What follows belongs to an exercise in optimizing a design on an open flow for small area and a short achievable clock period; a production flow would make more cautious choices. Where RTL was checked, it was by simulation tests only, not by an equivalence proof against the original. No activity file was given, so power comes from the tool's default toggle rates.

## speedometer
module speedometer
(
	input clk,
	input rst,
	input speedInfrac,
	output [13:0] outSpeed,
	output [6:0] OL,
	output [3:0] DIG
);
clock: 150.0 ns
lec_check: 0
abc_area: 1
cap_margin: 20
core_margin: 2
core_utilization: 75
cts_buf_list: sky130_fd_sc_hd__clkbuf_8
slew_margin: 20
standard.sh (not shown) runs the stock make flow with config.mk's settings and CLKGATE_MAP_FILE= SYNTH_SCRIPT=/design/flow/synth_recipe.tcl, a recipe that flattens the netlist after the stock synthesis.
==> flow/flow/run.sh <==
#!/bin/bash
set -euo pipefail
rm -rf scripts_area
cp -r "$FLOW_HOME/scripts" scripts_area
printf 'strash\ndch\nmap -a\n' > scripts_area/abc_area.script
bash standard.sh SCRIPTS_DIR="$PWD/scripts_area" \
  BUFFER_PORTS_ARGS="-buffer_cell sky130_fd_sc_hd__buf_1" finish > standard_flow.log 2>&1
The starting point finished with timing, DRC and antenna clean.
Rerun with:
--- a/flow/flow/run.sh
+++ b/flow/flow/run.sh
@@ -4,3 +4,3 @@
 cp -r "$FLOW_HOME/scripts" scripts_area
-printf 'strash\ndch\nmap -a\n' > scripts_area/abc_area.script
+printf 'strash\ndc2\ndch\namap\n' > scripts_area/abc_area.script
 bash standard.sh SCRIPTS_DIR="$PWD/scripts_area" \
- CORE_UTILIZATION: 75 -> 60
Cell area came out lower by 5.3%. First-iteration DRC count went down by 40%. Synthesized area shrinks by 6.4%. Worst hold slack is about the same. Non-clock buffer count is higher by 2. Power increases by 3.1%. Worst setup slack loses 0.66 ns. Final cell count decreases by 13%. Sequential power barely changes.
Rerun with:
--- a/flow/flow/run.sh
+++ b/flow/flow/run.sh
@@ -4,3 +4,3 @@
 cp -r "$FLOW_HOME/scripts" scripts_area
-printf 'strash\ndc2\ndch\namap\n' > scripts_area/abc_area.script
+printf 'strash\ndch\nmap -a\n' > scripts_area/abc_area.script
 bash standard.sh SCRIPTS_DIR="$PWD/scripts_area" \
- SLEW_MARGIN: 20 -> 80
After rerunning:
- power rises by a little under a tenth
- sequential share of layout area decreases by 2.6 points
- wire length grows by roughly a tenth
- flip-flop and latch count stays the same
- final area increases by about a fifth
- first-iteration DRC count rises by roughly a tenth
- worst setup slack gets better by 1.1 ns
- clock skew barely changes
Rerun with:
- GPL_TIMING_DRIVEN: default -> 0
- SLEW_MARGIN: 80 -> 20
Result:
- The changed run completed with no timing, DRC or antenna violations
- via count decreases by 4.6%
- final area decreases by 9.2%
- worst setup slack is worse by 0.60 ns
- utilization drops by 6.6 points
- worst hold slack hardly moves
- total power came out lower by 11%
- routed wire length is lower by 12%
- non-clock buffer count goes down by 24
- cell count drops by 2.0%
- first-iteration DRC count shrinks by 5.2%
- die area does not change
Rerun with:
- GPL_TIMING_DRIVEN: 0 -> default
Outcome:
- routed wire length rises by 9.2%
- via count increases by 1.7%
- count of clock-buffer cells in the layout is unchanged
- register-to-register slack is better by 0.69 ns
- hold slack stays flat
- setup slack improves by 0.21 ns
- die area stays the same
- total power grows by 0.39%
- combinational power increases by about 2%
- global-route usage went up by 2.2 points
- flip-flop and latch count does not change
Rerun with:
==> flow/flow/run.sh (replaced) <==
#!/bin/bash
set -euo pipefail
rm -rf scripts_area
cp -r "$FLOW_HOME/scripts" scripts_area
printf 'strash\ndch\nmap -a\n' > scripts_area/abc_area.script
bash standard.sh SCRIPTS_DIR="$PWD/scripts_area" \
  BUFFER_PORTS_ARGS="-buffer_cell sky130_fd_sc_hd__buf_1" SETUP_SLACK_MARGIN=119 finish > standard_flow.log 2>&1
Die area is unchanged.
Critical path depth decreases by 3.
Cell count increases by about 0.32%.
Wire length decreases by 1.0%.
Count of clock-buffer cells in the layout stays the same.
Utilization increases by 1.4 points.

========
speedometer, a different RTL version from the one above (not shown whole).
Size: about 1200 cells after synthesis, ~85 flip-flops, ~28 I/O pins, roughly 8900 um^2 of cells after synthesis.
==> flow/design.v (excerpt) <==
module speedometer
(
	input clk,
	input rst,
	input speedInfrac,
	output [13:0] outSpeed,
	output [6:0] OL,
	output [3:0] DIG
);
==> flow/config.mk <==
export PLATFORM = sky130hd
export DESIGN_NAME = speedometer
export DESIGN_NICKNAME = speedometer
export VERILOG_FILES = /design/flow/design.v
export SDC_FILE = /design/flow/constraint.sdc
export NUM_CORES = 4
export LEC_CHECK = 0
export ABC_AREA = 1
export CAP_MARGIN = 20
export CORE_MARGIN = 2
export CORE_UTILIZATION = 40
export CTS_BUF_LIST = sky130_fd_sc_hd__clkbuf_8
export SLEW_MARGIN = 20
==> flow/constraint.sdc <==
create_clock -name core_clock -period 150.0 [get_ports {clk}]
set_input_delay 30.0000 -clock core_clock [delete_from_list [all_inputs] [get_ports {clk}]]
set_output_delay 30.0000 -clock core_clock [all_outputs]
set_load 0.01 [all_outputs]
run.sh (not shown) runs the stock make flow with config.mk's settings and CLKGATE_MAP_FILE= SYNTH_SCRIPT=/design/flow/synth_recipe.tcl, a recipe that flattens the netlist after the stock synthesis.
Stock flow here: none of the scripts above is used.
The baseline passed the timing, design-rule and antenna checks.
==> next run, changes <==
==> flow/flow/run.sh (new file) <==
#!/bin/bash
set -euo pipefail
rm -rf scripts_area
cp -r "$FLOW_HOME/scripts" scripts_area
printf 'strash\ndch\nmap -a\n' > scripts_area/abc_area.script
bash standard.sh SCRIPTS_DIR="$PWD/scripts_area" \
  BUFFER_PORTS_ARGS="-buffer_cell sky130_fd_sc_hd__buf_1" finish > standard_flow.log 2>&1
==> flow/standard.sh (new file) <==
#!/bin/bash
# synth_recipe.tcl (not shown) runs the flow's synth.tcl, then flattens the netlist and writes it again
# the make line also repeats each setting of config.mk as NAME=value (left out here)
make -C /OpenROAD-flow-scripts/flow DESIGN_CONFIG=/design/flow/config.mk WORK_HOME=/design/flow/orfs CLKGATE_MAP_FILE= SYNTH_SCRIPT=/design/flow/synth_recipe.tcl "${@:-finish}"
removed: flow/run.sh
=> Synthesized cell count drops by 9.5%. Cell area drops by 6.5%. Worst hold slack hardly moves. Worst setup slack improves by 710 ps.
Function was not checked in any run of this note: the RTL went through the layout flow alone.

static timing again, ports no longer ideal:
Ports are ideal in the flow. The routed layouts listed here were re-timed in OpenROAD. Step 1 (the two cells are an assumption about what drives the block):
set clk [get_ports {clk}]
set_driving_cell -lib_cell sky130_fd_sc_hd__clkbuf_16 $clk
set_driving_cell -lib_cell sky130_fd_sc_hd__buf_2 [delete_from_list [all_inputs] $clk]
Step 2 times the ports against the registers' clock, not the clock port: input delays grow and output delays shrink by t, the midpoint of the rising clock arrivals with the driver on. Three values: ideal ports, drivers, drivers and shift; two values: the first two.
| run | shift t [ns] | setup slack, ns | worst data-port slew with drivers (ns) | cell pins on the clock port's net |
|---|---|---|---|---|
| the first run of note 1 | 0.413 | 118.133 / 118.148 / 117.735 | 0.03 | 1 |
| the second run of note 1 | 0.402 | 117.477 / 117.491 / 117.089 | 0.04 | 1 |
| the third run of note 1 | 0.405 | 118.553 / 118.516 / 118.523 | 0.03 | 1 |
| the fourth run of note 1 | 0.412 | 117.952 / 117.970 / 117.558 | 0.03 | 1 |
| the fifth run of note 1 | 0.413 | 118.162 / 118.174 / 117.761 | 0.03 | 1 |
| the sixth run of note 1 | 0.415 | 118.663 / 118.626 / 118.693 | 0.03 | 1 |
| the first run of note 2 | 0.420 | 117.598 / 117.612 / 117.191 | 0.03 | 1 |
| the second run of note 2 | 0.414 | 118.307 / 118.321 / 117.907 | 0.03 | 1 |
After both steps setup and hold are still met in every run listed. The setup slack of the first run of note 2, which loses most, moves by +0.014 ns with the drivers and by -0.407 ns with both steps.
